Source: an optimization exercise on an open RTL-to-GDS flow (aim: small area). Production flows keep margins and buffers that such runs may drop.
RTL that was checked went through simulation tests only; none was proved equivalent to the original.
Only the layout flow was run in run 7; the RTL was not checked for function there.
Power figures rest on the tool's default switching activity, not on a simulated workload.

[design/flow/run.sh]
#!/bin/bash
# synth_recipe.tcl (not shown) runs the flow's synth.tcl, then flattens the netlist and writes it again
# the make line also repeats each setting of config.mk as NAME=value (left out here)
make -C /OpenROAD-flow-scripts/flow DESIGN_CONFIG=/design/flow/config.mk WORK_HOME=/design/flow/orfs CLKGATE_MAP_FILE= SYNTH_SCRIPT=/design/flow/synth_recipe.tcl finish
[design/flow/config.mk]
export PLATFORM = sky130hd
export DESIGN_NAME = top_module
export DESIGN_NICKNAME = top_module
export VERILOG_FILES = /design/flow/design.v
export SDC_FILE = /design/flow/constraint.sdc
export NUM_CORES = 4
export LEC_CHECK = 0
export CAP_MARGIN = 20
export CORE_MARGIN = 2
export CORE_UTILIZATION = 40
export GPL_TIMING_DRIVEN = 0
export PLACE_DENSITY = 0.6
export SLEW_MARGIN = 20
export SYNTH_HIERARCHICAL = 1
[design/flow/constraint.sdc]
create_clock -name core_clock -period 6.5 [get_ports {clk}]
set_input_delay 1.3000 -clock core_clock [delete_from_list [all_inputs] [get_ports {clk}]]
set_output_delay 1.3000 -clock core_clock [all_outputs]
set_load 0.01 [all_outputs]
[design/flow/design.v]
module ALU_ADD (
    input [15:0] a,
    input [15:0] b,
    input ci,
    output [15:0] s,
    output co
);
wire [17:0] t = {1'b0, a, 1'b1} + {1'b0, b, ci};
assign s = t[16:1];
assign co = t[17];
endmodule
module ALU_SHIFT (
    input [15:0] a,
    input [3:0] n,
    input right,
    output [15:0] y           
);
wire [15:0] arev;
genvar g;
generate for (g = 0; g < 16; g = g + 1) begin : rev
    assign arev[g] = a[15-g];
end endgenerate
wire [15:0] x = right ? arev : a;
assign y = x << n;
endmodule
module ALU_RESULT (
    input [15:0] a,
    input [15:0] b,
    input [15:0] sum,
    input [15:0] sh,
    input [15:0] ld,
    input gt,
    input s_sum, s_not, s_shl, s_shr, s_and, s_or, s_gt, s_ld,
    output [15:0] y
);
wire [15:0] shrev;
genvar g;
generate for (g = 0; g < 16; g = g + 1) begin : rev
    assign shrev[g] = sh[15-g];
end endgenerate
assign y = ({16{s_sum}} & sum)
         | ({16{s_not}} & ~a)
         | ({16{s_shl}} & sh)
         | ({16{s_shr}} & shrev)
         | ({16{s_and}} & (a & b))
         | ({16{s_or}} & (a | b))
         | ({16{s_ld}} & ld)
         | {15'd0, s_gt & gt};
endmodule
module REG_FILE_MODULE (
    input clk,
    input [7:0] we,           
    input [15:0] wd,
    output [127:0] q          
);
reg [15:0] r0, r1, r2, r3, r4, r5, r6, r7;
always @(posedge clk) begin
    if (we[0]) r0 <= wd;
    if (we[1]) r1 <= wd;
    if (we[2]) r2 <= wd;
    if (we[3]) r3 <= wd;
    if (we[4]) r4 <= wd;
    if (we[5]) r5 <= wd;
    if (we[6]) r6 <= wd;
    if (we[7]) r7 <= wd;
end
assign q = {r7, r6, r5, r4, r3, r2, r1, r0};
endmodule
module RD_PORT (
    input [127:0] q,
    input [7:0] sel,
    output [15:0] d
);
integer i;
reg [15:0] t;
always @(*) begin
    t = 16'd0;
    for (i = 0; i < 8; i = i + 1) t = t | ({16{sel[i]}} & q[i*16 +: 16]);
end
assign d = t;
endmodule
module top_module (
    input clk,
    input rst,
    output [15:0] imem_addr,
    input  [15:0] imem_data,
    output dmem_we,
    output dmem_re,
    output [15:0] dmem_addr,
    output [15:0] dmem_wdata,
    input  [15:0] dmem_rdata
);
    wire [15:0] ins = imem_data;
    wire [3:0] op = ins[15:12];
    wire [2:0] rs = ins[11:9];
    wire [2:0] rt = ins[8:6];
    wire [2:0] rd = ins[5:3];
    wire [15:0] sx = {{10{ins[5]}}, ins[5:0]};
    reg [15:1] pc;
    assign imem_addr = {pc, 1'b0};
    wire is_lw  = (op == 4'b0000);
    wire is_sw  = (op == 4'b0001);
    wire is_sub = (op == 4'b0011);
    wire is_not = (op == 4'b0100);
    wire is_shl = (op == 4'b0101);
    wire is_shr = (op == 4'b0110);
    wire is_and = (op == 4'b0111);
    wire is_or  = (op == 4'b1000);
    wire is_gt  = (op == 4'b1001);
    wire is_beq = (op == 4'b1011);
    wire is_bne = (op == 4'b1100);
    wire is_j   = (op == 4'b1101);
    wire is_mem = is_lw | is_sw;
    wire is_add = (op == 4'b0010) | (op == 4'b1010) | (op == 4'b1110) | (op == 4'b1111);
    wire wen = ~(is_sw | is_beq | is_bne | is_j);
    wire [127:0] q;
    wire [15:0] a, b, wd;
    wire [2:0] wa = is_lw ? rt : rd;
    wire [7:0] we, ra1, ra2;
    genvar g;
    generate for (g = 0; g < 8; g = g + 1) begin : dec
        assign we[g]  = rst | (wen & (wa == g));
        assign ra1[g] = (rs == g);
        assign ra2[g] = (rt == g);
    end endgenerate
    REG_FILE_MODULE gpr (.clk(clk), .we(we), .wd(wd), .q(q));
    RD_PORT rp1 (.q(q), .sel(ra1), .d(a));
    RD_PORT rp2 (.q(q), .sel(ra2), .d(b));
    wire sub = is_sub | is_gt;
    wire [15:0] sum;
    wire co;
    ALU_ADD add (.a(a), .b((is_mem ? sx : b) ^ {16{sub}}), .ci(sub), .s(sum), .co(co));
    wire eq = (a == b);
    wire gt = co & ~eq;            
    wire [15:0] sh;
    ALU_SHIFT shf (.a(a), .n(b[3:0]), .right(is_shr), .y(sh));
    wire big = |b[15:4];
    wire nr = ~rst;
    ALU_RESULT resm (
        .a(a), .b(b), .sum(sum), .sh(sh), .ld(dmem_rdata), .gt(gt),
        .s_sum(nr & (is_add | is_sub)), .s_not(nr & is_not),
        .s_shl(nr & is_shl & ~big), .s_shr(nr & is_shr & ~big),
        .s_and(nr & is_and), .s_or(nr & is_or), .s_gt(nr & is_gt), .s_ld(nr & is_lw),
        .y(wd)
    );
    assign dmem_we = is_sw;
    assign dmem_re = is_lw;
    assign dmem_addr = sum;
    assign dmem_wdata = b;
    wire taken = (is_beq & eq) | (is_bne & ~eq);
    wire [16:0] pct = {1'b0, pc, 1'b1} + {1'b0, taken ? sx[14:0] : 15'd0, 1'b1};
    wire [15:1] pcn = pct[15:1];
    always @(posedge clk) begin
        if (rst) pc <= 15'd0;
        else if (is_j) pc <= {pcn[15:13], ins[11:0]};
        else pc <= pcn;
    end
endmodule
==> results of run 1 <==
==> Yosys cell counts, types with 7 or more instances <==
cell / n
a22oi_1: 141
edfxtp_1: 128
a21oi_1: 57
nor2_1: 55
nand2_1: 44
nand4_1: 39
buf_6: 33
xnor2_1: 31
ha_1: 30
xor2_1: 25
a21o_1: 22
nor3_1: 22
nand3_1: 20
mux2i_1: 17
buf_2: 16
inv_1: 16
o21ai_0: 16
a222oi_1: 15
clkbuf_1: 15
dfxtp_1: 15
and2_1: 12
a31oi_1: 11
mux4_2: 10
and3_1: 9
o211ai_1: 9
buf_4: 8
nor3b_1: 8
nor4_1: 8
a211oi_1: 7
a22oi_2: 7
o21a_1: 7
o21ai_1: 7
==> path summary, 6_finish.rpt <==
kind                     start            end  slack (ns)  cells after the start
setup / recovery  imem_data[6]  dmem_addr[15]        0.17                     15
hold reg to reg          pc[1]          pc[1]        0.60                      3
hold / removal           pc[1]          pc[1]        0.60                      3
setup reg to reg     gpr.r6[6]         pc[15]        1.75                     16
==> Yosys stat by module, one instance, submodules excluded <==
module           cell area, µm²  flops+latches
ALU_RESULT                  704              0
RD_PORT                     779              0
ALU_ADD                     815              0
ALU_SHIFT                   985              0
REG_FILE_MODULE            3840            128
top_module                 2140             15
==> cell usage in the layout (no fill, tap or decap), types with 11 or more instances in the layout <==
| cell | n |
|---|---|
| a21o_1 | 22 |
| a21oi_1 | 54 |
| a222oi_1 | 15 |
| a22oi_1 | 141 |
| and2_1 | 12 |
| buf_2 | 16 |
| buf_4 | 53 |
| buf_6 | 34 |
| clkbuf_1 | 15 |
| clkbuf_16 | 17 |
| clkdlybuf4s50_1 | 70 |
| dfxtp_1 | 15 |
| edfxtp_1 | 128 |
| ha_1 | 30 |
| inv_1 | 16 |
| mux2i_1 | 17 |
| nand2_1 | 44 |
| nand3_1 | 20 |
| nand4_1 | 39 |
| nor2_1 | 55 |
| nor3_1 | 22 |
| o21ai_0 | 11 |
| xnor2_1 | 29 |
| xor2_1 | 25 |
==> sequential cells by signal, indices dropped and copies added (netlist names) <==
name and flops:
gpr.r3 16, pc 15, gpr.r5 16, gpr.r1 16, gpr.r4 16, gpr.r2 16
gpr.r6 16, gpr.r0 16, gpr.r7 16
==> final cells by class <==
| class | count | area, µm² |
|---|---|---|
| clock inverters | 14 | 149 |
| fillers | 2246 | 12200 |
| flip-flops and latches | 143 | 4140 |
| clock buffers | 18 | 429 |
| plain buffers | 76 | 618 |
| multi-input cells | 708 | 5320 |
| well taps | 324 | 405 |
| repair buffers | 123 | 1140 |
| inverters | 18 | 72.6 |
==> repair_timing <==
item / CTS / global route
pin swaps: 15 / 11
resized for setup: 11 / 8
endpoints found under the setup margin: 19 / 15
endpoints found under the hold margin: 0 / 0
buffers inserted: 17 / 28
==> worst max-delay path: cells and delay by family <==
family,cells,cell delay [ns]
buffers and inverters,5,1.27
and+or+nand+nor,4,1.03
AOI/OAI and AO/OA,3,0.76
adders and majority gates,1,0.39
xor gates and xnor gates,2,0.26
==> per-stage QoR <==
| step | hold WS (ns) | instance area (µm²) |
|---|---|---|
| 3_3_place_gp | 0.569 | 11200 |
| 6_report | 0.602 | 12300 |
| 3_5_place_dp | 0.593 | 11300 |
| 5_1_grt | 0.664 | 12300 |
| 4_1_cts | 0.605 | 12000 |
| 2_1_floorplan | 0.596 | 10000 |
==> kinds of logic after synthesis <==
family | count (synthesis) | synth area share, %
AO/OA/AOI/OAI | 333 | 24.2
XOR/XNOR | 56 | 4.88
adder cells (fa/ha/maj) | 32 | 4.14
buffers and inverters | 95 | 6.91
flip-flops | 143 | 41.3
multiplexers | 38 | 5.77
other | 1 | 0.0373
AND/OR/NAND/NOR | 248 | 12.9
==> power groups by stage <==
stage / sequential [mW] / clock [mW] / combinational (mW)
final: 1.44 / 0.968 / 2.01
after global routing: 1.47 / 1.01 / 2.13
after CTS: 1.44 / 0.969 / 1.90
after detailed placement: 1.46 / 0 / 1.84
after global placement: 1.45 / 0 / 1.84
after floorplan: 1.43 / 0 / 1.12
==> layer usage <==
| metal | up-vias | share of wire, % | wire length, µm |
|---|---|---|---|
| li1 | 4067 | - | - |
| met1 | 4366 | 41 | 14500 |
| met2 | 459 | 47 | 16900 |
| met3 | 72 | 8.7 | 3080 |
| met4 | 0 | 2.9 | 1040 |
| met5 | - | 0 | 0 |
==> impl_metrics.toml, run 1 <==
[grt]
grt-ovfl-total = 0
grt_use_met3_pct = 4.71
top_usage_layer = "met2"
grt_use_total_pct = 26.6
grt_max_degree = 17
first_global_vias = 8583
grt_pass1_wl_um = 52200
use_met1_pct = 35.5
gr-usage-met2_pct = 43.8
antenna_found_initial = 0

[routing]
vias = 8964
drtIter0Drc = 1193
route.detailed.drc = 0
firstDrtPassIters = 8
ant_nets = 0
drt_wl_total_um = 35500
via_per_inst = 6.29
wl_per_cell_um = 24.9

[pwr]
power_density_mw_per_mm2 = 361
switching_power_mw = 1.71
p_clk_share_pct = 21.9
p_seq_share_pct = 32.6
power_leakage_nw = 4.57
irDropWorstVdd_uv = 170
finalPower_mw = 4.42
swShare_pct = 38.7
comb_power_share_pct = 45.5
internal_power_mw = 2.71

[timing]
drv_slew = 0
finalHoldViolCount = 0
setup_tns_ns = 0
fin_skew_ns = 0.0159
setup_viol_count_final = 0
finalWorstSetupSlack_ns = 0.168
rsz0062_at_grt = "false"
slew_headroom_pct = 39.6
fmax_mhz = 158
tightestPinTransition_ns = 0.899
period_share_pct = 97.4
period_minus_slack_ns = 6.33

[cts]
cts-buffers-inserted = 17
clockRootBuffer = "clkbuf_16"
cts_sinks = 143
ctsHoldBuffers = 0
clkSlewWorstSetupHoldPaths_ns = 0.07
cts_buffer_depth = 2
cts_tree = "yes"
h-tree-depth = 4
clk_latency_ns = 0.43

[synth]
synthFlopType = "edfxtp_1"
ys_seq_area_share_pct = 41.3
synth-edff-count = 128
synthCells = 946
avgSynthCellArea_um2 = 10.6
synth-async-reset-ratio_pct = 0
ys_types = 82
synth_area_mm2 = 0.0100
synth_nets = 1012
synth_seq_cells = 143
synth_area_leader_cell = "edfxtp_1"
synth_area_leaders = "edfxtp_1, a22oi_1, ha_1"
synth_top_area_share_pct = 38.3
ys_warn_count = 9

[floorplan]
start_util_pct = 41.1
rows = 57
fp.dieW_um = 162
io_pins = 84
die_h_um = 162
die-area_mm2 = 0.0264
coreArea_mm2 = 0.0245

[final_layout]
diodes = 0
syn_to_final_growth_pct = 22.2
drive_above_1_share_pct = 18.5
nets = 1153
final_util_pct = 50.2
fin_cells = 1424

[flow_run]
max-cap-violations = 0

[setup_path]
start_kind = "input pin"
path_max_fanout = 10
worstPathArrival_ns = 5.03
crit_chain = "clkdlybuf4s15_2, inv_1, and3_1, buf_6, buf_6, a22oi_1, nand4_1, a21oi_1, xnor2_1, ha_1, nand4_1, or2_2, o21bai_1, xnor2_2, clkdlybuf4s50_1"
crit_type = "input pin to primary output"
cpMaxStageDelayCell = "clkdlybuf4s50_1"
cp.required_ns = 5.20
max_stage_delay_ns = 0.57
end_kind = "primary output"

[placed_design]
numPortBuffers = 74
dp.cells = 1348
gp_congestion = 0.941
post-place-ws_ns = -1.01
hpwl_um = 25000

[min_path]
hold_path.class = "flip-flop to flip-flop"

[run_status]
status = "complete, no violations"
==> run 2, diff against run 1 <==
--- a/design/flow/design.v
+++ b/design/flow/design.v
@@ -3,11 +3,13 @@
     input [15:0] b,
     input ci,
     output [15:0] s,
-    output co
+    output co,
+    output eq
 );
 wire [17:0] t = {1'b0, a, 1'b1} + {1'b0, b, ci};
 assign s = t[16:1];
 assign co = t[17];
+assign eq = &(a ^ b);
 endmodule
 module ALU_SHIFT (
     input [15:0] a,
@@ -126,11 +128,10 @@
     REG_FILE_MODULE gpr (.clk(clk), .we(we), .wd(wd), .q(q));
     RD_PORT rp1 (.q(q), .sel(ra1), .d(a));
     RD_PORT rp2 (.q(q), .sel(ra2), .d(b));
-    wire sub = is_sub | is_gt;
+    wire sub = ~(is_add | is_mem);
     wire [15:0] sum;
-    wire co;
-    ALU_ADD add (.a(a), .b((is_mem ? sx : b) ^ {16{sub}}), .ci(sub), .s(sum), .co(co));
-    wire eq = (a == b);
+    wire co, eq;
+    ALU_ADD add (.a(a), .b((is_mem ? sx : b) ^ {16{sub}}), .ci(sub), .s(sum), .co(co), .eq(eq));
     wire gt = co & ~eq;            
     wire [15:0] sh;
     ALU_SHIFT shf (.a(a), .n(b[3:0]), .right(is_shr), .y(sh));
==> design/flow/flow/run.sh (new file) <==
#!/bin/bash
# The standard layout (standard.sh) with three changes:
#  - synthesis: no full-adder extraction or Kogge-Stone adders, and the final
#    ABC mapping is for area (flow/area.abc) except for the modules in
#    SPEED_MODULES, which keep ORFS's own ABC script. Every step before ABC,
#    and so every register and its cell type, is the standard synthesis's;
#  - every port still gets a buffer, but a sky130_fd_sc_hd__buf_1.
# Output of the make run: flow_make.log (ORFS's own logs under orfs/logs).
set -euo pipefail
HERE=$(pwd)
sed "s#SYNTH_SCRIPT=[^ ]*#SYNTH_SCRIPT=$HERE/flow/synth_area.tcl ADDER_MAP_FILE= SYNTH_OPERATIONS_ARGS=-noshare#" standard.sh > standard_area.sh
export AREA_ABC_SCRIPT=$HERE/flow/area.abc
export SPEED_MODULES=""
export BUFFER_PORTS_ARGS="-buffer_cell sky130_fd_sc_hd__buf_1"
bash standard_area.sh "$@" > flow_make.log 2>&1
==> design/flow/flow/area.abc (new file) <==
strash
dch
amap
==> design/flow/flow/synth_area.tcl (new file) <==
# synth_recipe.tcl with the final abc call split: ORFS's script for the
# modules in SPEED_MODULES, then the area script for everything left.
proc synth {args} { yosys synth -nofsm -noshare {*}$args }
proc abc {args} {
  foreach m $::env(SPEED_MODULES) {
    yosys abc {*}$args $m
  }
  set i [lsearch -exact $args -script]
  if { $i >= 0 } { lset args [expr { $i + 1 }] $::env(AREA_ABC_SCRIPT) }
  yosys abc {*}$args
}
source $::env(SCRIPTS_DIR)/synth.tcl
# left out here: clear keep_hierarchy, flatten, clean up, hide names made inside functions, write 1_2_yosys.v
==> design/flow/standard.sh (new file) <==
#!/bin/bash
# synth_recipe.tcl (not shown) runs the flow's synth.tcl, then flattens the netlist and writes it again
# the make line also repeats each setting of config.mk as NAME=value (left out here)
make -C /OpenROAD-flow-scripts/flow DESIGN_CONFIG=/design/flow/config.mk WORK_HOME=/design/flow/orfs CLKGATE_MAP_FILE= SYNTH_SCRIPT=/design/flow/synth_recipe.tcl "${@:-finish}"
--- a/design/flow/config.mk
+++ b/design/flow/config.mk
@@ -8,6 +8,7 @@
 export CAP_MARGIN = 20
 export CORE_MARGIN = 2
 export CORE_UTILIZATION = 40
+export CTS_BUF_LIST = sky130_fd_sc_hd__clkbuf_8
 export GPL_TIMING_DRIVEN = 0
 export PLACE_DENSITY = 0.6
 export SLEW_MARGIN = 20
removed: design/flow/run.sh
==> impl_metrics.toml, run 2 <==
[routing]
route.detailed.drc = 0
vias = 8755
firstDrtPassIters = 5
drt_wl_total_um = 31700
ant_nets = 0
wl_per_cell_um = 23.9
drtIter0Drc = 883
via_per_inst = 6.61

[floorplan]
start_util_pct = 40.8
coreArea_mm2 = 0.0202
rows = 52
io_pins = 84
fp.dieW_um = 148
die-area_mm2 = 0.0218
die_h_um = 148

[synth]
synth_area_mm2 = 0.00825
synth_seq_cells = 143
avgSynthCellArea_um2 = 9.82
synth_top_area_share_pct = 46.6
synth_commonest_cells = "edfxtp_1, a22oi_1, nor2_1, o21ai_0, nand2_1"
synth_most_common_cell = "edfxtp_1"
synth-edff-count = 128
ys_seq_area_share_pct = 50.2
synth_area_leader_cell = "edfxtp_1"
synthFlopType = "edfxtp_1"
synth-async-reset-ratio_pct = 0
ys_types = 38
synth_nets = 874
synth_area_leaders = "edfxtp_1, a22oi_1, o21ai_0"
synthCells = 840
ys_warn_count = 9

[cts]
clkSlewWorstSetupHoldPaths_ns = 0.09
cts_buffer_depth = 2
clk_latency_ns = 0.46
clockRootBuffer = "clkbuf_8"
h-tree-depth = 4
cts_sinks = 143
ctsHoldBuffers = 0
cts_tree = "yes"
cts-buffers-inserted = 17

[placed_design]
post-place-ws_ns = -2.70
gp_congestion = 0.934
hpwl_um = 21200
numPortBuffers = 82
placed_area_mm2 = 0.00938

[timing]
period_share_pct = 97.8
fin_skew_ns = 0.0220
finalHoldViolCount = 0
slew_headroom_pct = 34.7
finalWorstSetupSlack_ns = 0.141
setup_viol_count_final = 0
drv_slew = 0
tightestPinTransition_ns = 0.976
setup_tns_ns = 0
fmax_mhz = 157
period_minus_slack_ns = 6.36

[grt]
grt_pass1_wl_um = 47600
antenna_found_initial = 0
grt-ovfl-total = 0
first_global_vias = 8191
grt_use_total_pct = 28.7
grt_max_degree = 23

[flow_run]
max-cap-violations = 0

[min_path]
hold_path.class = "flip-flop to flip-flop"

[setup_path]
end_kind = "primary output"
crit_type = "input pin to primary output"
path_max_fanout = 9
start_kind = "input pin"
cp.required_ns = 5.20
worstPathArrival_ns = 5.06

[final_layout]
final_cell_mix = "edfxtp_1, buf_4, buf_1, a22oi_1, nor2_1"
seqCellArea_mm2 = 0.00414
final_area_mm2 = 0.0110
multi_input_area_mm2 = 0.00469
n_fill_cell = 1789
nets = 1075
layout_commonest_cell = "edfxtp_1"
drive_above_1_share_pct = 23.6
final_util_pct = 54.3
syn_to_final_growth_pct = 33.1
diodes = 0

[pwr]
switching_power_mw = 1.09
power_leakage_nw = 3.79
irDropWorstVdd_uv = 122
comb_power_share_pct = 34.6
internal_power_mw = 1.88
swShare_pct = 36.7
p_clk_share_pct = 24.3
p_seq_share_pct = 41.1
power_density_mw_per_mm2 = 271

[run_status]
status = "complete, no violations"
-- run 2: changes by cell type after synthesis, sizes merged, moves of 22 or more --
cell,previous run,this run
a22oi,148,79
buf,59,1
o21ai,23,74
clkinv,2,48
a221oi,3,42
o22ai,2,39
a22o,1,37
xnor2,31,0
ha,30,0
nand4,39,12
xor2,25,0
nor2,55,79
nand2,44,67
a21o,22,0
-- run 2: power groups by stage --
stage          clock, mW  combinational, mW  sequential, mW
5_1_grt            0.769               1.10            1.24
3_5_place_dp           0              0.846            1.23
6_report           0.724               1.03            1.22
3_3_place_gp           0              0.816            1.23
4_1_cts            0.732              0.940            1.21
2_1_floorplan          0              0.550            1.22
-- run 2: per-module statistics from Yosys, one instance, submodules excluded --
module           area, µm²  times used  cells inside
REG_FILE_MODULE       3840           1           128
top_module            1500           1           242
ALU_RESULT             626           1           108
RD_PORT                601           2            80
ALU_SHIFT              578           1            94
ALU_ADD                508           1           108
-- run 2: path summary, 6_finish.rpt --
kind                   end  slack, ns          start  cells after the start
min                 pc[14]       0.60         pc[13]                      2
max reg2reg         pc[15]       1.33     gpr.r1[14]                     26
min reg2reg         pc[14]       0.60         pc[13]                      2
max          dmem_addr[15]       0.14  imem_data[10]                     21
-- run 2: worst max-delay path, stage by stage --
cell       delay, ns
buf_2           0.24
clkinv_2        0.19
nor3_2          0.31
buf_4           0.24
buf_6           0.18
a22oi_1         0.08
nand3_1         0.28
nand2_1         0.14
o21ai_1         0.20
clkinv_1        0.21
a31oi_4         0.28
o2111ai_4       0.14
inv_2           0.09
nor2_1          0.05
a311oi_2        0.23
buf_4           0.17
o221a_4         0.20
o221ai_2        0.10
nand2_1         0.09
o21a_1          0.15
buf_2           0.16
-- run 2: stage by stage --
step	hold slack [ns]	std cells	power, mW
after CTS	0.630	1305	2.89
final	0.599	1324	2.97
after floorplan	0.618	840	1.77
after global routing	0.651	1324	3.11
after global placement	0.581	1192	2.04
after detailed placement	0.612	1216	2.08
-- run 2: logic make-up after synthesis --
logic type / share of synthesized area (%)
AO/OA/AOI/OAI: 34.1
AND/OR/NAND/NOR: 13.3
flip-flops: 50.2
buffers and inverters: 2.27
other: 0.0454
-- run 2: cell type report --
class / instances / area share, %
Inverter: 48 / 1.90
Buffer: 1 / 0.0684
Timing Repair Buffer: 177 / 10.8
Tap cell: 270 / 3.08
Multi-Input combinational cell: 653 / 42.7
Sequential cell: 143 / 37.7
Clock buffer: 17 / 2.13
Clock inverter: 15 / 1.55
-- run 2: timing repair --
item | 4_1_cts | 5_1_grt
pin swaps | 21 | 16
buffers inserted | 54 | 17
resized for setup | 73 | 68
endpoints found under the setup margin | 109 | 15
gates cloned | 3 | 2
-- run 2: layer usage --
layer	global-route usage [%]	part of all wire, %	vias to the layer above
met5	0	0	-
met4	11.5	3.5	0
met3	4.14	9.4	81
met2	48.5	49	495
met1	37.4	39	4253
li1	-	-	3926
==> run 3, diff against run 2 <==
==> design/flow/flow/area.abc (replaced) <==
strash
dch
amap
topo
upsize -D 4500
dnsize -D 4500
==> impl_metrics.toml, run 3 <==
[run_status]
status = "complete, no violations"

[final_layout]
fin_cells = 1327
layout_commonest_cell = "edfxtp_1"
syn_to_final_growth_pct = 33.4
drive_above_1_share_pct = 25.4
final_cell_mix = "edfxtp_1, buf_4, buf_1, a22oi_1, nor2_1"
diodes = 0
nets = 1078

[cts]
cts_sinks = 143
cts_tree = "yes"
clkSlewWorstSetupHoldPaths_ns = 0.11
cts_buffer_depth = 2
cts-buffers-inserted = 17
h-tree-depth = 4
clockRootBuffer = "clkbuf_8"
ctsHoldBuffers = 0
clk_latency_ns = 0.47

[floorplan]
rows = 52
die_h_um = 148
coreArea_mm2 = 0.0202
io_pins = 84
start_util_pct = 40.8
fp.dieW_um = 148
die-area_mm2 = 0.0218

[placed_design]
dp.cells = 1214
gp_congestion = 0.923
numPortBuffers = 82
hpwl_um = 21100

[synth]
ys_types = 38
synth_top_area_share_pct = 46.6
synth_most_common_cell = "edfxtp_1"
synth-edff-count = 128
synth_commonest_cells = "edfxtp_1, a22oi_1, nor2_1, o21ai_0, nand2_1"
synth_area_mm2 = 0.00825
synth_area_leaders = "edfxtp_1, a22oi_1, o21ai_0"
synth_nets = 874
avgSynthCellArea_um2 = 9.82
synth-async-reset-ratio_pct = 0
ys_warn_count = 9
synth_seq_cells = 143
synthCells = 840
synth_area_leader_cell = "edfxtp_1"
ys_seq_area_share_pct = 50.2
synthFlopType = "edfxtp_1"

[routing]
wl_met3_um = 2680
wl_per_cell_um = 24.2
firstDrtPassIters = 7
vias = 8782
via_per_inst = 6.62
ant_nets = 0
wl_met2_um = 15600
drtIter0Drc = 750
route.detailed.drc = 0
highest_layer = "met4"
wl_met1_um = 12600
drt_wl_total_um = 32100

[grt]
antenna_found_initial = 0
grt_pass1_wl_um = 46300
grt_use_total_pct = 28.0
first_global_vias = 8079
grt-ovfl-total = 0
grt_max_degree = 23

[timing]
tightestPinTransition_ns = 0.980
drv_slew = 0
setup_viol_count_final = 0
period_minus_slack_ns = 6.37
hold_ws_ns = 0.599
fin_skew_ns = 0.0194
slew_headroom_pct = 34.4
finalHoldViolCount = 0
fmax_mhz = 157
period_share_pct = 98.0

[pwr]
power_leakage_nw = 3.82
irDropWorstVdd_uv = 138
power_density_mw_per_mm2 = 273
comb_power_share_pct = 35.0
switching_power_mw = 1.19
p_seq_share_pct = 40.6
p_clk_share_pct = 24.4
internal_power_mw = 1.81
swShare_pct = 39.7

[setup_path]
worstPathArrival_ns = 5.07
path_max_fanout = 7
critical_path_buf_inv_count = 7
cpMaxStageDelayCell = "a31oi_4"
cp.required_ns = 5.20
end_kind = "primary output"
crit_chain = "buf_2, clkinv_4, nor3_4, buf_4, a22oi_1, nand3_4, o22ai_1, o22ai_1, nand2_1, o21ai_2, clkinv_1, a31oi_4, o2111ai_2, inv_2, nor2_1, a311oi_2, buf_4, o221a_4, o221ai_2, nand2_1, o21a_1, buf_2"
start_kind = "input pin"
cp_top_family = "compound AO/OA/AOI/OAI gates"
max_stage_delay_ns = 0.31
crit_type = "input pin to primary output"

[flow_run]
max-cap-violations = 0

[min_path]
hold_path.class = "flip-flop to flip-flop"
-- run 3: final timing paths --
kind / start / endpoint / slack (ns) / cells after the start
worst max-delay path: imem_data[8] / dmem_addr[15] / 0.13 / 22
worst min-delay path: pc[13] / pc[14] / 0.60 / 2
worst max register to register: gpr.r1[12] / pc[15] / 1.28 / 24
worst min register to register: pc[13] / pc[14] / 0.60 / 2
-- run 3: modules after synthesis (local to each module, per instance) --
module           flip-flops and latches  cells  copies in the design
top_module                           15    242                     1
REG_FILE_MODULE                     128    128                     1
ALU_SHIFT                             0     94                     1
ALU_ADD                               0    108                     1
RD_PORT                               0     80                     2
ALU_RESULT                            0    108                     1
-- run 3: kinds of logic after synthesis --
group | share of synthesized area (%)
AO/OA/AOI/OAI | 34.1
buffers and inverters | 2.27
flip-flops | 50.2
other | 0.0454
AND/OR/NAND/NOR | 13.3
-- run 3: area by class of cell --
| cell class | count | area, µm² |
|---|---|---|
| plain buffers | 1 | 7.51 |
| clock inverters | 15 | 189 |
| clock buffers | 17 | 234 |
| inverters | 48 | 209 |
| flip-flops and latches | 143 | 4140 |
| repair buffers | 180 | 1140 |
| multi-input cells | 653 | 4750 |
| fillers | 1797 | 9220 |
| well taps | 270 | 338 |
-- run 3: worst min-delay path, stage by stage (launching register included) --
cell and delay (ns):
dfxtp_1 0.35, a21oi_2 0.14, a211oi_1 0.08
-- run 3: metal layers --
metal	GRT usage, %	vias up
met4	11.5	0
met5	0	-
li1	-	3938
met3	4.81	128
met1	35.6	4236
met2	47.3	480
-- run 3: power by group through the flow --
stage / registers, mW / clock network (mW) / logic [mW]
finish: 1.22 / 0.733 / 1.05
global route: 1.23 / 0.781 / 1.12
CTS: 1.21 / 0.742 / 0.927
detailed placement: 1.23 / 0 / 0.845
global placement: 1.23 / 0 / 0.817
floorplan: 1.22 / 0 / 0.550
-- run 3: per-stage QoR --
stage	setup WS [ns]	instance area, µm²	power [mW]	setup TNS, ns	util (%)
after global placement	-2.67	9000	2.04	-180.24	44.5
after floorplan	0.0202	8350	1.77	0	-
after CTS	-0.0636	10400	2.88	-0.123	51.6
after detailed placement	-2.54	9350	2.08	-158.08	46.2
final	0.130	11000	3.01	0	54.4
after global routing	-0.127	11000	3.13	-0.348	54.4
-- run 3: timing repair --
action,4_1_cts,5_1_grt
gates cloned,3,2
pin swaps,20,32
setup buffers,42,34
gates resized for setup,73,84
endpoints found under the setup margin,108,13
==> run 4, diff against run 3 <==
--- a/design/flow/config.mk
+++ b/design/flow/config.mk
@@ -12,4 +12,3 @@
 export GPL_TIMING_DRIVEN = 0
 export PLACE_DENSITY = 0.6
 export SLEW_MARGIN = 20
-export SYNTH_HIERARCHICAL = 1
==> impl_metrics.toml, run 4 <==
[grt]
first_global_vias = 8741
use_met1_pct = 40.2
grt-ovfl-total = 0
antenna_found_initial = 0
grt_max_degree = 22
grt_use_met3_pct = 6.35
gr-usage-met2_pct = 50.9
grt_use_total_pct = 31.5
grt_pass1_wl_um = 52500
top_usage_layer = "met2"

[floorplan]
rows = 53
coreArea_mm2 = 0.0212
fp.dieW_um = 151
die_h_um = 151
die-area_mm2 = 0.0229
io_pins = 84
start_util_pct = 41.1

[synth]
synth_commonest_cells = "clkinv_1, edfxtp_1, nor2_1, o22ai_1, a21oi_1"
ys_types = 59
synthSimpleGateAreaFrac_pct = 14.6
synthFlopType = "edfxtp_1"
ys_seq_area_share_pct = 47.6
synth-async-reset-ratio_pct = 0
avgSynthCellArea_um2 = 9.16
synth_area_leader_cell = "edfxtp_1"
synth_nets = 984
synth-compound-area-share_pct = 30.7
synthCells = 950
synthXorXnorAreaFrac_pct = 0
synth_seq_cells = 143
synthMuxAreaShare_pct = 0
synth_top_family_by_area = "compound AO/OA/AOI/OAI gates"
ys_warn_count = 3
synth_fa_ha_area_share_pct = 0
synth_most_common_cell = "clkinv_1"
synth_area_leaders = "edfxtp_1, o22ai_1, clkinv_1"
synth-edff-count = 128
synth_top_area_share_pct = 44.2
synth_area_mm2 = 0.00870

[final_layout]
n_fill_cell = 1849
final_util_pct = 56.4
drive_above_1_share_pct = 27.7
nets = 1217
layout_commonest_cell = "clkinv_1"
final_cell_mix = "clkinv_1, edfxtp_1, nor2_1, buf_4, o22ai_1"
syn_to_final_growth_pct = 37.2
diodes = 0

[setup_path]
crit_type = "input pin to primary output"
start_kind = "input pin"
end_kind = "primary output"
cpMostUsedCell = "a21oi_2"
path_max_fanout = 6
worstPathArrival_ns = 5.39
crit_chain = "buf_4, clkinv_2, nor3_4, buf_4, a222oi_1, o221ai_2, nor3_4, inv_2, nand2_1, clkinv_1, a21oi_2, o21ai_4, a21oi_2, o22ai_2, nand2_1, o21ai_2, clkinv_2, o22ai_4, a221oi_4, nor2_2, a2111oi_4, nor2_2, a21oi_2, buf_2"
cp.required_ns = 5.20
max_stage_delay_ns = 0.41
cpMaxStageDelayCell = "a221oi_4"

[routing]
drt_wl_total_um = 36900
ant_nets = 0
vias = 9571
via_per_inst = 6.51
firstDrtPassIters = 6
wl_per_cell_um = 25.1
drtIter0Drc = 1138
route.detailed.drc = 0

[timing]
fin_skew_ns = 0.0215
finalHoldViolCount = 0
fmax_mhz = 149
period_minus_slack_ns = 6.69
slew_headroom_pct = 29.2
setup_viol_count_final = 5
hold_ws_ns = 0.643
setup_tns_ns = -0.525
drv_slew = 0
rsz0062_at_grt = "true"
period_share_pct = 103
tightestPinTransition_ns = 1.06
finalWorstSetupSlack_ns = -0.189

[pwr]
p_seq_share_pct = 35.5
switching_power_mw = 1.44
power_leakage_nw = 4.16
power_density_mw_per_mm2 = 297
comb_power_share_pct = 43.4
p_clk_share_pct = 21.2
internal_power_mw = 2.11
swShare_pct = 40.6
irDropWorstVdd_uv = 149

[cts]
clkSlewWorstSetupHoldPaths_ns = 0.09
h-tree-depth = 4
cts_buffer_depth = 2
cts_sinks = 143
ctsHoldBuffers = 0
clockRootBuffer = "clkbuf_8"
clk_latency_ns = 0.47
cts_tree = "yes"
cts-buffers-inserted = 17

[placed_design]
hpwl_um = 23000
numPortBuffers = 82
gp_congestion = 0.967
post-place-ws_ns = -1.97

[run_status]
status = "finished with violations"
so.violations = "setup timing"

[min_path]
hold_path.class = "flip-flop to flip-flop"

[flow_run]
max-cap-violations = 0
==> run 4: cell count changes after synthesis, sizes merged, moves of 13 or more <==
cell	before	now
o22ai	39	90
a221oi	42	3
a222oi	1	28
nor4	6	21
clkinv	48	147
nor2	79	129
a22o	37	5
nand2	67	54
nand3	40	15
o221ai	1	29
a22oi	79	16
==> run 4: per-layer routing <==
layer  vias up  part of all wire [%]
met5         -                     0
met2       659                    46
met1      4561                    37
met3       165                    12
li1       4186                     -
met4         0                   5.5
==> run 4: worst max-delay path: cells and delay by family <==
kind                   cells  cell delay [ns]
buffers and inverters      7             0.93
AND/OR/NAND/NOR            6             0.85
AO/OA/AOI/OAI             11             2.30
==> run 4: cell families after synthesis <==
family / count (synthesis)
flops: 143
compound gates: 379
other cells: 1
buf+inv: 160
simple gates: 267
==> run 4: area by class of cell <==
type                            instances  area [µm²]  area share (%)
Multi-Input combinational cell        649        4810            40.3
Sequential cell                       143        4140            34.7
Timing Repair Buffer                  211        1570            13.2
Inverter                              159         652            5.46
Tap cell                              275         344            2.88
Clock buffer                           17         234            1.96
Clock inverter                         15         161            1.35
Buffer                                  1        7.51          0.0629
Timing Repair inverter                  1        6.26          0.0524
==> run 4: final timing paths <==
kind | start | to | slack (ns) | depth (start not counted)
worst max-delay path | imem_data[10] | dmem_addr[15] | -0.19 | 24
worst min-delay path | pc[13] | pc[14] | 0.64 | 3
worst max register to register | gpr.r0[14] | pc[15] | 0.89 | 28
worst min register to register | pc[13] | pc[14] | 0.64 | 3
==> run 4: timing repair <==
item,in CTS,in global routing
setup buffers,85,34
resized for setup,133,72
pin swaps,45,46
cloned,3,0
endpoints found under the setup margin,88,24
==> run 4: power by group through the flow <==
stage               Clock [mW]  Sequential, mW  Combinational (mW)
floorplan                    0            1.27               0.724
global placement             0            1.28                1.08
detailed placement           0            1.27                1.11
CTS                      0.752            1.25                1.37
global route             0.787            1.27                1.62
finish                   0.750            1.26                1.54
==> run 4: through the flow <==
| step | power (mW) | std cells | area [µm²] |
|---|---|---|---|
| floorplan | 1.99 | 950 | 8740 |
| global placement | 2.36 | 1307 | 9400 |
| finish | 3.54 | 1471 | 11900 |
| global route | 3.68 | 1471 | 11900 |
| detailed placement | 2.39 | 1321 | 9750 |
| CTS | 3.38 | 1440 | 11400 |
==> run 5, diff against run 4 <==
==> design/flow/flow/area.abc (replaced) <==
strash
dch
amap
--- a/design/flow/config.mk
+++ b/design/flow/config.mk
@@ -7,8 +7,9 @@
 export LEC_CHECK = 0
 export CAP_MARGIN = 20
 export CORE_MARGIN = 2
-export CORE_UTILIZATION = 40
+export CORE_UTILIZATION = 55
 export CTS_BUF_LIST = sky130_fd_sc_hd__clkbuf_8
 export GPL_TIMING_DRIVEN = 0
-export PLACE_DENSITY = 0.6
+export PLACE_DENSITY = 0.7
 export SLEW_MARGIN = 20
+export SYNTH_HIERARCHICAL = 1
==> impl_metrics.toml, run 5 <==
[floorplan]
start_util_pct = 56.6
die_h_um = 126
die-area_mm2 = 0.0160
fp.dieW_um = 126
io_pins = 84
rows = 44
coreArea_mm2 = 0.0146

[timing]
drv_slew = 0
fmax_mhz = 152
tightestPinTransition_ns = 1.09
finalHoldViolCount = 0
period_share_pct = 101
period_minus_slack_ns = 6.57
slew_headroom_pct = 26.9
setup_viol_count_final = 2
fin_skew_ns = 0.0200
finalWorstSetupSlack_ns = -0.0742

[run_status]
so.violations = "setup timing"
status = "finished with violations"

[routing]
drt_wl_total_um = 36100
vias = 9572
via_per_inst = 7.78
wl_per_cell_um = 29.3
route.detailed.drc = 0
highest_layer = "met4"
firstDrtPassIters = 9
wl_met3_um = 5690
wl_met2_um = 15300
wl_met1_um = 12100
drtIter0Drc = 1582
ant_nets = 0

[final_layout]
final_util_pct = 73.7
final_cell_mix = "edfxtp_1, buf_4, buf_1, nor2_1, a22oi_1"
n_fill_cell = 974
nets = 1068
syn_to_final_growth_pct = 30.4
layout_commonest_cell = "edfxtp_1"
drive_above_1_share_pct = 23.9
diodes = 0
fin_cells = 1231

[synth]
synth_fa_ha_area_share_pct = 0
synth-compound-area-share_pct = 34.1
ys_types = 38
synth_area_leaders = "edfxtp_1, a22oi_1, o21ai_0"
synth_commonest_cells = "edfxtp_1, a22oi_1, nor2_1, o21ai_0, nand2_1"
synthSimpleGateAreaFrac_pct = 13.3
synth_top_area_share_pct = 46.6
synth-async-reset-ratio_pct = 0
synth_most_common_cell = "edfxtp_1"
synth_top_family_by_area = "compound AO/OA/AOI/OAI gates"
synthCells = 840
synth_seq_cells = 143
synthMuxAreaShare_pct = 0
avgSynthCellArea_um2 = 9.82
synth_area_mm2 = 0.00825
synth_nets = 874
ys_warn_count = 9
synth-edff-count = 128
ys_seq_area_share_pct = 50.2
synth_area_leader_cell = "edfxtp_1"
synthFlopType = "edfxtp_1"
synthXorXnorAreaFrac_pct = 0

[pwr]
p_seq_share_pct = 40.3
switching_power_mw = 1.22
power_leakage_nw = 3.74
swShare_pct = 40.1
internal_power_mw = 1.82
power_density_mw_per_mm2 = 283
irDropWorstVdd_uv = 173
p_clk_share_pct = 23.1
finalPower_mw = 3.05
comb_power_share_pct = 36.6

[flow_run]
max-cap-violations = 0

[grt]
first_global_vias = 8419
grt_max_degree = 22
grt-ovfl-total = 0
grt_pass1_wl_um = 50800
grt_use_total_pct = 42.6
antenna_found_initial = 0

[setup_path]
start_kind = "input pin"
critical_path_buf_inv_count = 5
path_max_fanout = 7
cpMaxStageDelayCell = "a311oi_2"
max_stage_delay_ns = 0.37
crit_type = "input pin to primary output"
end_kind = "primary output"
cp.required_ns = 5.20
worstPathArrival_ns = 5.27
crit_chain = "clkbuf_4, clkinv_4, nor3_4, buf_4, a22oi_2, nand3_4, o22ai_1, o22ai_1, nand2_1, o21ai_2, o21ai_2, a31oi_4, o2111ai_2, inv_2, nor2_1, a311oi_2, o221a_1, o221ai_2, nand2_1, o21a_1, clkbuf_2"
cp_top_family = "compound AO/OA/AOI/OAI gates"

[placed_design]
hpwl_um = 22000
numPortBuffers = 82
dp.cells = 1131
gp_congestion = 0.968

[cts]
cts_sinks = 143
cts_buffer_depth = 2
cts_tree = "yes"
h-tree-depth = 4
clockRootBuffer = "clkbuf_8"
clkSlewWorstSetupHoldPaths_ns = 0.09
clk_latency_ns = 0.48
cts-buffers-inserted = 17

[min_path]
hold_path.class = "flip-flop to flip-flop"
## run 5: cell count changes after synthesis, moves of 13 or more
cell / delta
nand3_1: +25
nor2_1: -47
a222oi_1: -27
a221oi_1: +39
a22oi_1: +64
o22ai_1: -50
a22o_1: +32
o21ai_0: +17
clkinv_1: -99
nand2_1: +13
o221ai_1: -27
## run 5: cell type report
class	count	area (µm²)	area share, %
Multi-Input combinational cell	653	4740	44.1
Timing Repair Buffer	170	1040	9.69
Sequential cell	143	4140	38.5
Clock buffer	17	234	2.17
Inverter	48	211	1.97
Clock inverter	15	149	1.38
Buffer	1	7.51	0.0698
Tap cell	184	230	2.14
## run 5: final timing paths
check / from / cells past startpoint / end / slack [ns]
worst max-delay path: imem_data[8] / 21 / dmem_addr[15] / -0.07
worst min register to register: pc[15] / 3 / pc[15] / 0.63
worst max register to register: gpr.r1[14] / 25 / pc[15] / 1.20
worst min-delay path: pc[15] / 3 / pc[15] / 0.63
## run 5: repair_timing
item / in CTS / in global routing
resized for setup: 61 / 85
buffers inserted: 35 / 28
pin swaps: 16 / 23
endpoints found under the setup margin: 109 / 12
cloned: 4 / 1
hold buffers: 0 / 0
## run 5: power by group through the flow
stage               Combinational [mW]  Sequential [mW]  Clock, mW
floorplan                        0.550             1.22          0
global placement                 0.831             1.23          0
detailed placement               0.870             1.23          0
CTS                              0.944             1.22      0.700
global route                      1.16             1.24      0.743
finish                            1.11             1.23      0.703
## run 5: modules after synthesis, one instance, submodules excluded
| module | cells | times used | area [µm²] |
|---|---|---|---|
| ALU_ADD | 108 | 1 | 508 |
| ALU_RESULT | 108 | 1 | 626 |
| ALU_SHIFT | 94 | 1 | 578 |
| RD_PORT | 80 | 2 | 601 |
| REG_FILE_MODULE | 128 | 1 | 3840 |
| top_module | 242 | 1 | 1500 |
## run 5: per-layer routing
metal | GRT usage, % | vias to the layer above
met5 | 0 | -
met2 | 63.3 | 928
met1 | 53.5 | 4463
met4 | 25.6 | 0
li1 | - | 3905
met3 | 15.4 | 276
## run 5: logic make-up after synthesis
| family | count (synthesis) |
|---|---|
| simple gates | 247 |
| flops | 143 |
| other cells | 1 |
| compound gates | 400 |
| buf+inv | 49 |
## run 5: through the flow
stage               setup WS (ns)  hold slack [ns]  TNS (ns)  instance area (µm²)
global route               -0.159            0.649    -0.533                10800
global placement            -2.66            0.587   -168.73                 8890
floorplan                  0.0202            0.618         0                 8350
CTS                       -0.0492            0.631   -0.0833                10200
detailed placement          -2.54            0.617   -151.45                 9300
finish                    -0.0742            0.626   -0.0793                10800
## run 5: tightest hold or removal path, stage by stage, from the launching register on
cell      delay (ns)
dfxtp_1         0.36
a21oi_1         0.09
nor2_1          0.09
a211oi_1        0.05
==> run 6, diff against run 5 <==
--- a/design/flow/config.mk
+++ b/design/flow/config.mk
@@ -7,9 +7,10 @@
 export LEC_CHECK = 0
 export CAP_MARGIN = 20
 export CORE_MARGIN = 2
-export CORE_UTILIZATION = 55
-export CTS_BUF_LIST = sky130_fd_sc_hd__clkbuf_8
+export CORE_UTILIZATION = 40
+export CTS_BUF_LIST = sky130_fd_sc_hd__clkbuf_4 sky130_fd_sc_hd__clkbuf_8
+export CTS_CLUSTER_SIZE = 8
 export GPL_TIMING_DRIVEN = 0
-export PLACE_DENSITY = 0.7
+export PLACE_DENSITY = 0.6
 export SLEW_MARGIN = 20
 export SYNTH_HIERARCHICAL = 1
==> impl_metrics.toml, run 6 <==
[final_layout]
fin_cells = 1324
syn_to_final_growth_pct = 33.1
layout_commonest_cell = "edfxtp_1"
drive_above_1_share_pct = 23.8
nets = 1075
diodes = 0
final_cell_mix = "edfxtp_1, buf_4, buf_1, a22oi_1, nor2_1"

[run_status]
status = "complete, no violations"

[synth]
ys_seq_area_share_pct = 50.2
synth_commonest_cells = "edfxtp_1, a22oi_1, nor2_1, o21ai_0, nand2_1"
ys_types = 38
synthCells = 840
synthFlopType = "edfxtp_1"
synth_nets = 874
ys_warn_count = 9
synth_area_leader_cell = "edfxtp_1"
synth_top_area_share_pct = 46.6
avgSynthCellArea_um2 = 9.82
synth_area_mm2 = 0.00825
synth_area_leaders = "edfxtp_1, a22oi_1, o21ai_0"
synth_most_common_cell = "edfxtp_1"
synth-edff-count = 128
synth-async-reset-ratio_pct = 0
synth_seq_cells = 143

[placed_design]
hpwl_um = 21200
dp.cells = 1216
gp_congestion = 0.934
numPortBuffers = 82

[setup_path]
start_kind = "input pin"
end_kind = "primary output"
worstPathArrival_ns = 5.06
reg2reg_slack_ns = 1.33
cp.required_ns = 5.20
timing.rr.end = "pc[15]"
path_max_fanout = 11
rr_worst_depth = 26
r2r-start = "gpr.r1[14]"
crit_type = "input pin to primary output"

[cts]
clockRootBuffer = "clkbuf_8"
ctsHoldBuffers = 0
cts_buffer_depth = 2
cts_tree = "yes"
cts_sinks = 143
h-tree-depth = 4
clk_latency_ns = 0.46
clkSlewWorstSetupHoldPaths_ns = 0.09
cts-buffers-inserted = 17

[floorplan]
io_pins = 84
die_h_um = 148
die-area_mm2 = 0.0218
start_util_pct = 40.8
rows = 52
coreArea_mm2 = 0.0202
fp.dieW_um = 148

[grt]
grt_max_degree = 23
gr-usage-met2_pct = 48.5
use_met1_pct = 37.4
grt_use_total_pct = 28.8
grt_use_met3_pct = 4.14
grt-ovfl-total = 0
antenna_found_initial = 0
grt_pass1_wl_um = 47600
top_usage_layer = "met2"
first_global_vias = 8192

[pwr]
finalPower_mw = 2.99
power_density_mw_per_mm2 = 272
irDropWorstVdd_uv = 123
power_leakage_nw = 3.79

[routing]
vias = 8746
ant_nets = 0
route.detailed.drc = 0
wl_per_cell_um = 24.0
firstDrtPassIters = 5
drt_wl_total_um = 31800
drtIter0Drc = 913
via_per_inst = 6.61

[flow_run]
max-cap-violations = 0

[timing]
tightestPinTransition_ns = 1.01
period_share_pct = 97.8
slew_headroom_pct = 32.7
finalHoldViolCount = 0
hold_ws_ns = 0.599
fin_skew_ns = 0.0205
drv_slew = 0
period_minus_slack_ns = 6.36
setup_tns_ns = 0
setup_viol_count_final = 0
fmax_mhz = 157

[min_path]
worstHoldStart = "pc[13]"
holdPathEnd = "pc[14]"
hold_path.class = "flip-flop to flip-flop"
min_delay_path_depth = 2
==> run 6: cell counts after synthesis <==
No cell type changed its count.
==> run 6: how the worst max path moves through the flow <==
stage,slack [ns],end,start,cells after the start
after floorplan,0.02,dmem_addr[14],imem_data[6],18
after global placement,-2.73,pc[14],imem_data[9],25
after detailed placement,-2.70,pc[14],imem_data[6],26
after CTS,0.02,pc[12],imem_data[7],29
after global routing,-0.04,pc[15],imem_data[8],30
final,0.14,dmem_addr[14],imem_data[7],23
==> run 6: kinds of logic after synthesis <==
| logic type | Yosys count | synth area share, % |
|---|---|---|
| AO/OA/AOI/OAI | 400 | 34.1 |
| buffers and inverters | 49 | 2.27 |
| flip-flops | 143 | 50.2 |
| other | 1 | 0.0454 |
| AND/OR/NAND/NOR | 247 | 13.3 |
==> run 6: worst max-delay path: stages <==
cell and delay [ns]:
buf_4 0.17, inv_4 0.13, nor3_4 0.06, buf_4 0.17, buf_12 0.15, a221oi_4 0.40
nand3_4 0.22, o22ai_1 0.23, o22ai_1 0.12, nand2_1 0.11, o21ai_2 0.09, o21ai_0 0.36
a31oi_4 0.09, o2111ai_4 0.22, inv_2 0.06, nor2_1 0.13, a311oi_2 0.06, buf_4 0.17
o221a_4 0.24, o21ai_1 0.16, nand2_1 0.07, o21ai_1 0.16, buf_2 0.18
==> run 6: report_power, final <==
part           leakage, nW  total [mW]  internal, mW  switching [mW]
logic                 2.12        1.03         0.349           0.681
registers             1.46        1.22          1.16          0.0666
clock network        0.207       0.739         0.389           0.350
==> run 6: cell type report <==
type / instances / area, µm²
sequential: 143 / 4140
clock inverter: 13 / 163
clock buffer: 19 / 249
inverter: 48 / 209
multi-input combinational: 653 / 4690
buffer: 1 / 7.51
tap: 270 / 338
timing repair buffer: 177 / 1190
fill: 1787 / 9250
==> run 6: repair_timing <==
action / CTS / global route
buffers inserted: 54 / 17
setup endpoints to repair: 109 / 15
pin swaps: 21 / 16
cloned: 3 / 2
hold endpoints to repair: 0 / 0
gates resized for setup: 73 / 68
==> run 6: per-module statistics from Yosys, one instance, submodules excluded <==
module	cells inside	cell area [µm²]
ALU_RESULT	108	626
ALU_SHIFT	94	578
RD_PORT	80	601
ALU_ADD	108	508
REG_FILE_MODULE	128	3840
top_module	242	1500
==> run 6: routing by layer <==
layer	share of wire, %	wire length [µm]
met1	38	12200
met2	48	15400
met3	9.7	3090
met4	3.4	1080
met5	0	0
==> run 6: metrics by stage <==
step           util [%]  area, µm²  setup slack [ns]
2_1_floorplan         -       8350            0.0202
3_3_place_gp       44.5       9000             -2.73
3_5_place_dp       46.3       9380             -2.70
4_1_cts            52.3      10600            0.0158
5_1_grt            54.3      11000           -0.0372
6_report           54.3      11000             0.141
==> run 7, diff against run 6 <==
--- a/design/flow/design.v
+++ b/design/flow/design.v
@@ -149,11 +149,27 @@
     assign dmem_addr = sum;
     assign dmem_wdata = b;
     wire taken = (is_beq & eq) | (is_bne & ~eq);
-    wire [16:0] pct = {1'b0, pc, 1'b1} + {1'b0, taken ? sx[14:0] : 15'd0, 1'b1};
-    wire [15:1] pcn = pct[15:1];
+    wire [15:1] pc_seq, pc_br;
+    PC_NEXT pcn (.pc(pc), .imm(ins[5:0]), .seq(pc_seq), .br(pc_br));
     always @(posedge clk) begin
         if (rst) pc <= 15'd0;
-        else if (is_j) pc <= {pcn[15:13], ins[11:0]};
-        else pc <= pcn;
+        else if (is_j) pc <= {pc_seq[15:13], ins[11:0]};
+        else if (taken) pc <= pc_br;
+        else pc <= pc_seq;
     end
 endmodule
+module PC_NEXT (
+    input [15:1] pc,
+    input [5:0] imm,
+    output [15:1] seq,
+    output [15:1] br
+);
+wire [8:0] hi = pc[15:7];
+wire [8:0] hi_inc = hi + 9'd1;
+wire [8:0] hi_dec = hi - 9'd1;
+wire [6:0] lo_seq = {1'b0, pc[6:1]} + 7'd1;
+wire [7:0] lo_brt = {1'b0, pc[6:1], 1'b1} + {1'b0, imm, 1'b1};
+wire [6:0] lo_br = lo_brt[7:1];
+assign seq = {lo_seq[6] ? hi_inc : hi, lo_seq[5:0]};
+assign br = {(lo_br[6] & ~imm[5]) ? hi_inc : ((~lo_br[6] & imm[5]) ? hi_dec : hi), lo_br[5:0]};
+endmodule
--- a/design/flow/config.mk
+++ b/design/flow/config.mk
@@ -8,8 +8,7 @@
 export CAP_MARGIN = 20
 export CORE_MARGIN = 2
 export CORE_UTILIZATION = 40
-export CTS_BUF_LIST = sky130_fd_sc_hd__clkbuf_4 sky130_fd_sc_hd__clkbuf_8
-export CTS_CLUSTER_SIZE = 8
+export CTS_BUF_LIST = sky130_fd_sc_hd__clkbuf_8
 export GPL_TIMING_DRIVEN = 0
 export PLACE_DENSITY = 0.6
 export SLEW_MARGIN = 20
==> impl_metrics.toml, run 7 <==
[routing]
ant_nets = 0
drtIter0Drc = 805
vias = 9066
firstDrtPassIters = 7
wl_per_cell_um = 23.9
route.detailed.drc = 0
drt_wl_total_um = 33100
via_per_inst = 6.54

[final_layout]
drive_above_1_share_pct = 20.5
layout_commonest_cell = "edfxtp_1"
seqCellArea_mm2 = 0.00414
diodes = 0
nets = 1133
multi_input_area_mm2 = 0.00479
syn_to_final_growth_pct = 30.9
n_fill_cell = 1882
final_cell_mix = "edfxtp_1, nor2_1, buf_1, a22oi_1"
fin_cells = 1387

[cts]
cts_buffer_depth = 2
clockRootBuffer = "clkbuf_8"
cts_tree = "yes"
ctsHoldBuffers = 0
clk_latency_ns = 0.46
cts-buffers-inserted = 17
clkSlewWorstSetupHoldPaths_ns = 0.08
h-tree-depth = 4
cts_sinks = 143

[timing]
period_minus_slack_ns = 6.37
finalWorstSetupSlack_ns = 0.126
period_share_pct = 98.1
rsz0062_at_grt = "true"
hold_ws_ns = 0.693
finalHoldViolCount = 0
slew_headroom_pct = 25.8
tightestPinTransition_ns = 1.11
setup_viol_count_final = 0
fmax_mhz = 157
fin_skew_ns = 0.0157
drv_slew = 0

[pwr]
irDropWorstVdd_uv = 114
power_density_mw_per_mm2 = 271
power_leakage_nw = 3.85

[min_path]
hold_path.class = "flip-flop to flip-flop"

[synth]
ys_seq_area_share_pct = 48.6
synthFlopType = "edfxtp_1"
synth_area_leaders = "edfxtp_1, a22oi_1, a221oi_1"
synth_seq_cells = 143
ys_types = 38
synth-async-reset-ratio_pct = 0
avgSynthCellArea_um2 = 9.49
synth_nets = 932
synth_commonest_cells = "edfxtp_1, nor2_1, a22oi_1, o21ai_0, nand2_1"
synthCells = 898
synth_top_area_share_pct = 45.1
synth_most_common_cell = "edfxtp_1"
ys_warn_count = 9
synth_area_leader_cell = "edfxtp_1"
synth_area_mm2 = 0.00852
synth-edff-count = 128

[flow_run]
max-cap-violations = 0

[grt]
first_global_vias = 8268
grt-ovfl-total = 0
grt_max_degree = 26
grt_use_total_pct = 29.0
grt_pass1_wl_um = 48100
antenna_found_initial = 0

[setup_path]
end_kind = "primary output"
crit_type = "input pin to primary output"
worstPathArrival_ns = 5.07
cp.required_ns = 5.20
start_kind = "input pin"
path_max_fanout = 7

[floorplan]
die-area_mm2 = 0.0225
io_pins = 84
die_h_um = 150
start_util_pct = 40.7
fp.dieW_um = 150
coreArea_mm2 = 0.0210
rows = 53

[placed_design]
hpwl_um = 22300
gp_congestion = 0.989
post-place-ws_ns = -1.67
dp.cells = 1278
numPortBuffers = 82

[run_status]
status = "complete, no violations"
-- run 7: cell count changes in the layout (fill, tap and decap cells not counted), moves of 6 or more --
| cell | previous run | this run |
|---|---|---|
| clkinv_1 | 40 | 49 |
| o21ai_0 | 45 | 55 |
| buf_4 | 77 | 69 |
| o221a_1 | 11 | 5 |
| nor2_1 | 71 | 91 |
| nor3_1 | 5 | 11 |
| o22ai_1 | 39 | 50 |
| a221oi_1 | 29 | 38 |
| or2_0 | 3 | 9 |
-- run 7: cell families after synthesis --
logic type,count (synthesis),share of synthesized area [%]
flip-flops,143,48.6
AND/OR/NAND/NOR,268,13.8
buffers and inverters,60,2.69
other,1,0.0440
AO/OA/AOI/OAI,426,34.8
-- run 7: worst max-delay path, stage by stage --
cell and delay, ns:
buf_4 0.18, inv_8 0.10, nor3_4 0.04, buf_4 0.17, buf_4 0.18, a22o_1 0.21
a221oi_1 0.26, nand3_2 0.26, a22oi_1 0.25, nor2_1 0.06, a21oi_1 0.20, nand2_1 0.12
o21ai_0 0.19, clkinv_1 0.18, nand4_1 0.16, nor2_1 0.07, a311oi_2 0.25, o221a_1 0.32
buf_4 0.15, nor2_1 0.04, a21oi_2 0.20, buf_1 0.18
-- run 7: report_power, final --
part | total (mW) | internal (mW) | switching, mW
Combinational | 1.10 | 0.369 | 0.726
Clock | 0.706 | 0.345 | 0.361
Sequential | 1.22 | 1.15 | 0.0684
-- run 7: Yosys stat by module, one instance, submodules excluded --
module           flip-flops and latches  cells  cell area (µm²)
REG_FILE_MODULE                     128    128             3840
top_module                           15    179             1180
ALU_RESULT                            0    108              626
RD_PORT                               0     80              601
PC_NEXT                               0    121              584
ALU_SHIFT                             0     94              578
ALU_ADD                               0    108              508
-- run 7: layout make-up --
cell class                 count  share of cell area [%]
inverter                      59                    2.20
clock buffer                  17                    2.10
tap                          275                    3.09
timing repair buffer         177                    11.1
multi-input combinational    700                    42.9
sequential                   143                    37.2
buffer                         1                  0.0673
clock inverter                15                    1.42
-- run 7: path summary, 6_finish.rpt --
path	depth (start not counted)	from	slack, ns	end
setup / recovery	22	imem_data[6]	0.13	dmem_addr[13]
hold / removal	3	pc[1]	0.69	pc[1]
setup reg to reg	23	gpr.r1[1]	1.62	gpr.r6[15]
hold reg to reg	3	pc[1]	0.69	pc[1]
-- run 7: what timing repair did --
action                                  in CTS  in global routing
endpoints found under the setup margin      93                  7
gates resized for setup                     59                 44
pin swaps                                   21                 10
setup buffers                               61                 11
gates cloned                                 3                  2
-- run 7: through the flow --
step | power, mW | util, % | TNS [ns] | cell area (µm²)
finish | 3.02 | 53.2 | 0 | 11200
global route | 3.16 | 53.2 | -0.221 | 11200
CTS | 2.93 | 52.0 | 0 | 10900
detailed placement | 2.13 | 45.9 | -95.72 | 9620
global placement | 2.10 | 44.2 | -132.42 | 9260
floorplan | 1.80 | - | 0 | 8610
-- run 7: layer usage --
layer / share of wire, % / global-route usage, % / up-vias
li1: - / - / 4148
met1: 38 / 35.7 / 4307
met2: 47 / 48.3 / 485
met3: 9.5 / 5.70 / 126
met4: 5.3 / 15.2 / 0
met5: 0 / 0 / -

[separate check: timing with driven ports]
The results above use ideal ports. As a check the final layouts listed here were re-extracted and re-timed, cells and wires unchanged. Step 1 assumes that a clkbuf_16 drives the clock port and a buf_2 every other input. Step 2 moves the port delays by t, midway between the first and last clock arrival at a register: inputs arrive t later, outputs are due t later. That takes back most of the time a late clock gives input paths. Slacks: no drivers / after step 1 / after step 2; pairs: no drivers / after step 1.
run | t (ns) | slack for setup (ns) | clock arrival spread, ns | worst register clock-pin slew, ns | worst data-port slew with drivers (ns)
run 1 | 0.473 | 0.168 / 0.136 / 0.093 | 0.016 / 0.015 | 0.07 / 0.07 | 0.05
run 2 | 0.490 | 0.141 / 0.119 / -0.191 | 0.022 / 0.022 | 0.09 / 0.09 | 0.05
run 3 | 0.502 | 0.130 / 0.106 / -0.309 | 0.019 / 0.019 | 0.11 / 0.11 | 0.05
run 4 | 0.501 | -0.189 / -0.226 / -0.549 | 0.021 / 0.022 | 0.11 / 0.11 | 0.10
run 5 | 0.509 | -0.074 / -0.101 / -0.294 | 0.020 / 0.020 | 0.10 / 0.10 | 0.04
run 6 | 0.493 | 0.141 / 0.114 / -0.194 | 0.020 / 0.020 | 0.09 / 0.09 | 0.05
run 7 | 0.498 | 0.126 / 0.103 / 0.103 | 0.016 / 0.016 | 0.09 / 0.09 | 0.05
Met with ideal ports but missed after step 2: setup timing in run 2, run 3 and run 6. The setup slack of run 3, which loses most, moves by -0.024 ns with the drivers and by -0.439 ns with both steps.
